What follows belongs to an exercise in optimizing a design on an open flow for small area and a short achievable clock period; a production flow would make more cautious choices.
Power figures rest on the tool's default switching activity, not on a simulated workload.

Setup of v26:
## pipecpu
module pipecpu(clk, rst, instr, readdata, PC, MemWrite, aluout, writedata);
export LEC_CHECK = 0
export CAP_MARGIN = 20
export CORE_MARGIN = 2
export CORE_UTILIZATION = 50
export SLEW_MARGIN = 20
export SYNTH_HIERARCHICAL = 1
create_clock -name core_clock -period 12.5 [get_ports {clk}]
standard.sh (not shown) runs the stock make flow with config.mk's settings and CLKGATE_MAP_FILE= SYNTH_SCRIPT=/design/flow/synth_recipe.tcl, a recipe that flattens the netlist after the stock synthesis.
==> flow/flow/run.sh <==
#!/bin/bash
# The standard layout, with timing repair aiming well below the clock
# period (the SDC is unchanged).
set -euo pipefail
bash standard.sh SETUP_SLACK_MARGIN=8.5 finish > standard_flow.log 2>&1
Changes in v38 relative to v26:
-- flow/design.v --
<<< v26, line 28
   assign aluout = malu;
   assign writedata = mb;
   function uses_rs;
      input [31:0] w;
      reg r;
      begin
         r = (w[31:26] == 6'b000000);
         uses_rs = r & (w[5:0] == 6'b100000 || w[5:0] == 6'b100010 || w[5:0] == 6'b100100 ||
                        w[5:0] == 6'b100101 || w[5:0] == 6'b100110 || w[5:0] == 6'b100111 ||
                        w[5:0] == 6'b101010 || w[5:0] == 6'b000100 || w[5:0] == 6'b000110 ||
                        w[5:0] == 6'b001000) |
                   (w[31:26] == 6'b001000) | (w[31:26] == 6'b001100) | (w[31:26] == 6'b001101) |
                   (w[31:26] == 6'b001110) | (w[31:26] == 6'b100011) | (w[31:26] == 6'b101011) |
                   (w[31:26] == 6'b000100) | (w[31:26] == 6'b000101);
      end
   endfunction
   function uses_rt;
      input [31:0] w;
      reg r;
      begin
         r = (w[31:26] == 6'b000000);
         uses_rt = r & (w[5:0] == 6'b100000 || w[5:0] == 6'b100010 || w[5:0] == 6'b100100 ||
                        w[5:0] == 6'b100101 || w[5:0] == 6'b100110 || w[5:0] == 6'b100111 ||
                        w[5:0] == 6'b101010 || w[5:0] == 6'b000000 || w[5:0] == 6'b000010 ||
                        w[5:0] == 6'b000011 || w[5:0] == 6'b000100 || w[5:0] == 6'b000110) |
                   (w[31:26] == 6'b101011) | (w[31:26] == 6'b000100) | (w[31:26] == 6'b000101);
      end
   endfunction
   wire [5:0] op = dinst[31:26];
   wire [5:0] func = dinst[5:0];
>>> v38, line 28
   assign aluout = malu;
   assign writedata = mb;
   wire [5:0] op = dinst[31:26];
   wire [5:0] func = dinst[5:0];
<<< v26, line 84
   wire i_j    = (op == 6'b000010);
   wire i_jal  = (op == 6'b000011);
   wire wreg = i_add | i_sub | i_and | i_or | i_xor | i_sll | i_sllv | i_srlv | i_nor | i_slt |
               i_srl | i_sra | i_addi | i_andi | i_ori | i_xori | i_lw | i_lui | i_jal;
>>> v38, line 58
   wire i_j    = (op == 6'b000010);
   wire i_jal  = (op == 6'b000011);
   wire i_rs = i_add | i_sub | i_and | i_or | i_xor | i_jr | i_addi | i_andi | i_ori | i_xori |
               i_lw | i_sw | i_beq | i_bne | i_nor | i_slt | i_sllv | i_srlv;
   wire i_rt = i_add | i_sub | i_and | i_or | i_xor | i_sll | i_sllv | i_srl | i_srlv | i_sra |
               i_sw | i_beq | i_bne | i_nor | i_slt;
   wire wreg = i_add | i_sub | i_and | i_or | i_xor | i_sll | i_sllv | i_srlv | i_nor | i_slt |
               i_srl | i_sra | i_addi | i_andi | i_ori | i_xori | i_lw | i_lui | i_jal;
<<< v26, line 92
   wire [4:0] rn = i_jal ? 5'd31 : regrt ? rt : rd;
   wire dwreg = wreg & (rn != 5'd0);    
   reg stall;
   reg  [31:0] rf [1:31];
   reg  [31:1] rfv;
>>> v38, line 70
   wire [4:0] rn = i_jal ? 5'd31 : regrt ? rt : rd;
   wire dwreg = wreg & (rn != 5'd0);    
   wire stall = ewreg & em2reg & (i_rs & (ern == rs) | i_rt & (ern == rt));
   reg  [31:0] rf [1:31];
   reg  [31:1] rfv;
<<< v26, line 128
   wire [31:1] nvalid = rfv | wsel;
   wire efwd = ~stall & dwreg & ~i_lw;
   wire nstall = ~stall & dwreg & i_lw &
                 (uses_rs(instr) & (rn == instr[25:21]) | uses_rt(instr) & (rn == instr[20:16]));
   wire nfea = efwd & (rn == nrs);
   wire nfeb = efwd & (rn == nrt);
>>> v38, line 106
   wire [31:1] nvalid = rfv | wsel;
   wire efwd = ~stall & dwreg & ~i_lw;
   wire nfea = efwd & (rn == nrs);
   wire nfeb = efwd & (rn == nrt);
<<< v26, line 143
   always @(posedge clk or posedge rst) begin
      if (rst) begin
         stall <= 1'b0;
         sela <= 31'd0;
         selb <= 31'd0;
>>> v38, line 119
   always @(posedge clk or posedge rst) begin
      if (rst) begin
         sela <= 31'd0;
         selb <= 31'd0;
<<< v26, line 153
         fxb <= 1'b0;
      end else begin
         stall <= nstall;
         sela <= nsela;
         selb <= nselb;
>>> v38, line 128
         fxb <= 1'b0;
      end else begin
         sela <= nsela;
         selb <= nselb;
### Flow results
Having completed the whole flow, v38 delivered a layout that passed the timing, DRC and antenna checks. Post-layout minimum cycle time: v38 higher than v26. For the gate count of the mapped netlist, v38 came in about 1% higher than v26 did. The wire length of the first global-routing pass number comes out lower for v38 vs v26. Initial antenna violation count (lower): v38. v38 vs v26, utilization went down by 0.34 points. The maximum clock frequency of v38 is lower than that of v26.
No run of this note included a check of the RTL's function; only the layout flow was run.


== before ==
pipecpu, a different RTL version from the one above (not shown whole).
For scale: ~1400 flip-flops, ~0.069 mm² of cells after synthesis.
==> flow/config.mk <==
export PLATFORM = sky130hd
export DESIGN_NAME = pipecpu
export DESIGN_NICKNAME = pipecpu
export VERILOG_FILES = /design/flow/design.v
export SDC_FILE = /design/flow/constraint.sdc
export NUM_CORES = 8
export LEC_CHECK = 0
export CAP_MARGIN = 20
export CORE_MARGIN = 2
export CORE_UTILIZATION = 50
export SLEW_MARGIN = 20
export SYNTH_HIERARCHICAL = 1
==> flow/constraint.sdc <==
create_clock -name core_clock -period 12.5 [get_ports {clk}]
set_input_delay 2.5000 -clock core_clock [delete_from_list [all_inputs] [get_ports {clk}]]
set_output_delay 2.5000 -clock core_clock [all_outputs]
set_load 0.01 [all_outputs]
Scripts as last shown in full above: flow/flow/run.sh
### before -> after
--- a/flow/design.v
+++ b/flow/design.v
@@ -3,19 +3,19 @@
    input         rst;
    input  [31:0] instr;
    input  [31:0] readdata;
    output [31:0] PC;
    output        MemWrite;
    output [31:0] aluout;
    output [31:0] writedata;
    localparam OP_ADD = 0, OP_AND = 1, OP_OR = 2, OP_XOR = 3, OP_NOR = 4,
               OP_SLT = 5, OP_SLL = 6, OP_SRL = 7, OP_SRA = 8;
-   reg  [31:0] dinst;
+   reg  [31:0] dpc4, dinst;
    reg  [31:1] sela, selb;       
    reg         fea, feb;
    reg         fla, flb;
    reg         fxa, fxb;
    reg  [31:0] pcn, bpcr;        
    reg         taken;
    reg  [31:0] ea, eb, es;       
    reg         ecin;             
    reg  [4:0]  esa;              
@@ -144,49 +144,51 @@
    alu_add add (.a(ea), .b(eb), .cin(ecin), .sum(sum), .slt(slt));
    wire [31:0] ealu_ls;
    wire ntaken;
    wire fe1 = fea ^ feb;
    br_eq beq_unit (.ao(ao), .bo(bo), .ea(ea), .eb(eb), .ecin(ecin), .slt(slt), .els(ealu_ls),
                    .m_same(fea & feb), .m_n(~fea & ~feb), .m_add(fe1 & eop[OP_ADD]),
                    .m_slt(fe1 & eop[OP_SLT]), .m_ls(fe1 & ~eop[OP_ADD] & ~eop[OP_SLT]),
                    .beq(i_beq & ~stall), .bne(i_bne & ~stall), .taken(ntaken));
    wire [31:0] imm = {{16{sext & dinst[15]}}, dinst[15:0]};
-   wire [31:0] bpc = PC + {imm[29:0], 2'b00};
-   wire [31:0] jpc = {PC[31:28], dinst[25:0], 2'b00};
+   wire [31:0] bpc = dpc4 + {imm[29:0], 2'b00};
+   wire [31:0] jpc = {dpc4[31:28], dinst[25:0], 2'b00};
    wire [31:0] pc4 = PC + 32'd4;
    wire [31:0] npc = stall ? PC : i_jr ? a : (i_j | i_jal) ? jpc : pc4;
    always @(posedge clk or posedge rst) begin
       if (rst) begin
          pcn <= 32'd0;
          taken <= 1'b0;
       end else begin
          pcn <= npc;
          taken <= ntaken;
       end
    end
    always @(posedge clk) bpcr <= bpc;
    always @(posedge clk or posedge rst) begin
       if (rst) dinst <= 32'd0;
       else if (!stall) dinst <= instr;
    end
+   always @(posedge clk)
+      if (!stall) dpc4 <= pc4;
    wire dsub = i_sub | i_beq | i_bne | i_slt;
    wire [8:0] dop;
    assign dop[OP_ADD] = i_add | i_addi | i_lw | i_sw | i_jal | i_sub | i_beq | i_bne;
    assign dop[OP_AND] = i_and | i_andi;
    assign dop[OP_OR]  = ~(dop[OP_ADD] | i_and | i_andi | i_xor | i_xori | i_nor | i_slt |
                           i_sll | i_sllv | i_srl | i_srlv | i_sra);
    assign dop[OP_XOR] = i_xor | i_xori;
    assign dop[OP_NOR] = i_nor;
    assign dop[OP_SLT] = i_slt;
    assign dop[OP_SLL] = i_sll | i_sllv;
    assign dop[OP_SRL] = i_srl | i_srlv;
    assign dop[OP_SRA] = i_sra;
-   wire [31:0] da = i_jal ? PC : i_lui ? 32'd0 :
+   wire [31:0] da = i_jal ? dpc4 : i_lui ? 32'd0 :
                     shift ? {a[31:5], dinst[10:6]} : a;
    wire [31:0] db0 = i_jal ? 32'd4 : i_lui ? {dinst[15:0], 16'd0} :
                      aluimm ? imm : (dop[OP_OR] & ~i_or) ? 32'd0 : b;
    wire [31:0] db = dsub ? ~db0 : db0;
    always @(posedge clk) begin
       ea <= da;
       eb <= db;
       es <= b;
       ecin <= dsub;
Findings:
before → after: design area picked up an extra about 1.6%; fraction of power spent switching nets shows an increase of 0.20 points. Number of H-tree branching levels delta (before -> after): insignificant. Compared after vs before, and smallest hold slack is up in after. In after the final period utilization turned out 0.66 points lower than in before. Global-route met3 utilization: after vs before up 1.2 points. As far as global-route usage is concerned, before and after perform about the same.
Function was not checked in any run of this note: the RTL went through the layout flow alone.


Setup of build 91:
Another version of the RTL of pipecpu (not shown whole).
For scale: roughly 6,400 cells after synthesis, roughly 1,500 flip-flops, ~160 I/O pins, roughly 70,000 um2 of cells after synthesis.
==> flow/config.mk <==
export PLATFORM = sky130hd
export DESIGN_NAME = pipecpu
export DESIGN_NICKNAME = pipecpu
export VERILOG_FILES = /design/flow/design.v
export SDC_FILE = /design/flow/constraint.sdc
export NUM_CORES = 8
export LEC_CHECK = 0
export CAP_MARGIN = 20
export CORE_MARGIN = 2
export CORE_UTILIZATION = 50
export CTS_CLUSTER_DIAMETER = 85
export CTS_CLUSTER_SIZE = 25
export PLACE_DENSITY = 0.75
export SLEW_MARGIN = 20
export SYNTH_HIERARCHICAL = 1
==> flow/constraint.sdc <==
create_clock -name core_clock -period 12.5 [get_ports {clk}]
set_input_delay 2.5000 -clock core_clock [delete_from_list [all_inputs] [get_ports {clk}]]
set_output_delay 2.5000 -clock core_clock [all_outputs]
set_load 0.01 [all_outputs]
==> flow/flow/run.sh <==
#!/bin/bash
# The standard layout, with:
# - synthesis: the standard flow's own synthesis script, with a delay-driven ABC script
#   (strash; dch; map -D; buffer; upsize; dnsize) for the final technology
#   mapping in place of ORFS's abc_speed.script (a looser delay target for
#   the top module than for the others); registers are untouched;
# - timing repair aiming well below the clock period (the SDC is unchanged);
# - plain buffers on the ports;
# - without the slow two-stage OR / AND cells (the platform's don't-use cells
#   stay don't-use).
set -euo pipefail
W=$(pwd)
cat > "$W/synth_abc.tcl" <<EOT
proc abc {args} {
   set rest {}
   set skip 0
   foreach a \$args {
      if {\$skip} { set skip 0; continue }
      if {\$a eq "-script"} { set skip 1; continue }
      lappend rest \$a
   }
   yosys abc -script "+strash;dch;map,-D,1100;buffer;upsize,-D,1100;dnsize,-D,1100" {*}\$rest rf_read br_eq alu_add alu_ls pc_sel pci_sel
   yosys abc -script "+strash;dch;map,-D,1600;buffer;upsize,-D,1600;dnsize,-D,1600" {*}\$rest pipecpu
}
source $W/synth_recipe.tcl
EOT
DONT_USE="sky130_fd_sc_hd__probe_p_8 sky130_fd_sc_hd__probec_p_8 sky130_fd_sc_hd__lpflow_bleeder_1 sky130_fd_sc_hd__lpflow_clkbufkapwr_1 sky130_fd_sc_hd__lpflow_clkbufkapwr_16 sky130_fd_sc_hd__lpflow_clkbufkapwr_2 sky130_fd_sc_hd__lpflow_clkbufkapwr_4 sky130_fd_sc_hd__lpflow_clkbufkapwr_8 sky130_fd_sc_hd__lpflow_clkinvkapwr_1 sky130_fd_sc_hd__lpflow_clkinvkapwr_16 sky130_fd_sc_hd__lpflow_clkinvkapwr_2 sky130_fd_sc_hd__lpflow_clkinvkapwr_4 sky130_fd_sc_hd__lpflow_clkinvkapwr_8 sky130_fd_sc_hd__lpflow_decapkapwr_12 sky130_fd_sc_hd__lpflow_decapkapwr_3 sky130_fd_sc_hd__lpflow_decapkapwr_4 sky130_fd_sc_hd__lpflow_decapkapwr_6 sky130_fd_sc_hd__lpflow_decapkapwr_8 sky130_fd_sc_hd__lpflow_inputiso0n_1 sky130_fd_sc_hd__lpflow_inputiso0p_1 sky130_fd_sc_hd__lpflow_inputiso1n_1 sky130_fd_sc_hd__lpflow_inputiso1p_1 sky130_fd_sc_hd__lpflow_inputisolatch_1 sky130_fd_sc_hd__lpflow_isobufsrc_1 sky130_fd_sc_hd__lpflow_isobufsrc_16 sky130_fd_sc_hd__lpflow_isobufsrc_2 sky130_fd_sc_hd__lpflow_isobufsrc_4 sky130_fd_sc_hd__lpflow_isobufsrc_8 sky130_fd_sc_hd__lpflow_isobufsrckapwr_16 sky130_fd_sc_hd__lpflow_lsbuf_lh_hl_isowell_tap_1 sky130_fd_sc_hd__lpflow_lsbuf_lh_hl_isowell_tap_2 sky130_fd_sc_hd__lpflow_lsbuf_lh_hl_isowell_tap_4 sky130_fd_sc_hd__lpflow_lsbuf_lh_isowell_4 sky130_fd_sc_hd__lpflow_lsbuf_lh_isowell_tap_1 sky130_fd_sc_hd__lpflow_lsbuf_lh_isowell_tap_2 sky130_fd_sc_hd__lpflow_lsbuf_lh_isowell_tap_4 sky130_fd_sc_hd__a2111o_1 sky130_fd_sc_hd__a2111o_2 sky130_fd_sc_hd__a2111o_4 sky130_fd_sc_hd__and4_1 sky130_fd_sc_hd__and4_2 sky130_fd_sc_hd__and4_4 sky130_fd_sc_hd__and4b_1 sky130_fd_sc_hd__and4b_2 sky130_fd_sc_hd__and4b_4 sky130_fd_sc_hd__and4bb_1 sky130_fd_sc_hd__and4bb_2 sky130_fd_sc_hd__and4bb_4 sky130_fd_sc_hd__o2111a_1 sky130_fd_sc_hd__o2111a_2 sky130_fd_sc_hd__o2111a_4 sky130_fd_sc_hd__or3_1 sky130_fd_sc_hd__or3_2 sky130_fd_sc_hd__or3_4 sky130_fd_sc_hd__or3b_1 sky130_fd_sc_hd__or3b_2 sky130_fd_sc_hd__or3b_4 sky130_fd_sc_hd__or4_1 sky130_fd_sc_hd__or4_2 sky130_fd_sc_hd__or4_4 sky130_fd_sc_hd__or4b_1 sky130_fd_sc_hd__or4b_2 sky130_fd_sc_hd__or4b_4 sky130_fd_sc_hd__or4bb_1 sky130_fd_sc_hd__or4bb_2 sky130_fd_sc_hd__or4bb_4 "
bash standard.sh "SYNTH_SCRIPT=$W/synth_abc.tcl" SETUP_SLACK_MARGIN=8.5 "BUFFER_PORTS_ARGS=-buffer_cell sky130_fd_sc_hd__buf_4" "DONT_USE_CELLS=$DONT_USE" finish > standard_flow.log 2>&1
Build 91: all stages complete, timing, DRC and antenna checks passed
diff inputs: build 91 => trial 13
--- a/flow/design.v
+++ b/flow/design.v
@@ -151,20 +151,20 @@
    wire ntaken;
    wire fe1 = fea ^ feb;
    br_eq beq_unit (.ao(ao), .bo(bo), .qm(qma | qmb), .rd(readdata), .fl(fla | flb),
                    .p(ep), .g(eg), .ecin(ecin), .els(ealu_lss),
                    .m_same(fea & feb), .m_n(~fea & ~feb), .m_add(fe1 & eop[OP_ADD]),
                    .m_ls(fe1 & ~eop[OP_ADD]),
                    .beq(i_beq & ~stall), .bne(i_bne & ~stall), .taken(ntaken));
    wire [31:0] imm = {{16{sext & dinst[15]}}, dinst[15:0]};
    wire [31:0] bpc = pcn + {{14{dinst[15]}}, dinst[15:0], 2'b00};
-   wire [31:0] jpc = {pcn[31:28], dinst[25:0], 2'b00};
    wire [31:0] pci;       
+   wire [31:0] jpc = {pci[31:28], dinst[25:0], 2'b00};
    wire [31:0] pc4 = pci + 32'd4;
    wire [31:0] npc = stall ? pci : i_jr ? a : (i_j | i_jal) ? jpc : pc4;
    always @(posedge clk or posedge rst) begin
       if (rst) pcnn <= 32'hffffffff;
       else pcnn <= ~npc;
    end
    generate
       for (gi = 0; gi < 8; gi = gi + 1) begin : g_pc
          pc_sel psel (.clk(clk), .ntaken(ntaken), .bpcn(bpcrn[gi*4 +: 4]),
### Flow results
What the final checks of trial 13 revealed, after a flow that finished every stage, was a layout that fails on max-slew violations.
Per the comparison of trial 13 with build 91, post-layout instance count excluding filler cells grew by about 0.43%, fraction of power spent switching nets grew by 0.15 points, tightest hold margin shrank by 27 ps, design area held steady, pre-CTS setup slack grew by 70 ps.
No functional check of the RTL was part of any run of this note.

## separate check: timing with driven ports
In the flow no input, the clock included, has a driving cell. The finished layouts below were timed again as built, in two steps. Step 1 sets driving cells, clkbuf_16 on the clock port and buf_2 on the other inputs (assumed; they add their load-dependent delay and slew). Step 2 times the ports against the registers' clock, not the clock port: input delays grow and output delays shrink by t, the midpoint of the rising clock arrivals with the driver on. Slacks: ideal / step 1 / step 2; pairs: ideal / step 1.
| run | t, ns | slack for setup (ns) | worst setup path at the end | slew at the worst register clock pin (ns) |
|---|---|---|---|---|
| v26 | 0.881 | 8.122 / 8.054 / 7.269 | input to register | 0.07 / 0.07 |
| v38 | 0.900 | 8.087 / 8.041 / 7.268 | input to register | 0.07 / 0.07 |
| before | 0.843 | 7.786 / 7.711 / 7.328 | input to register | 0.07 / 0.07 |
| after | 0.881 | 7.868 / 7.780 / 7.363 | input to register | 0.07 / 0.07 |
| build 91 | 0.789 | 8.376 / 8.307 / 7.612 | input to register | 0.11 / 0.11 |
| trial 13 | 0.786 | 8.422 / 8.362 / 7.686 | input to register | 0.11 / 0.11 |
The setup slack of v26, which loses most, moves by -0.068 ns with the drivers and by -0.853 ns with both steps.
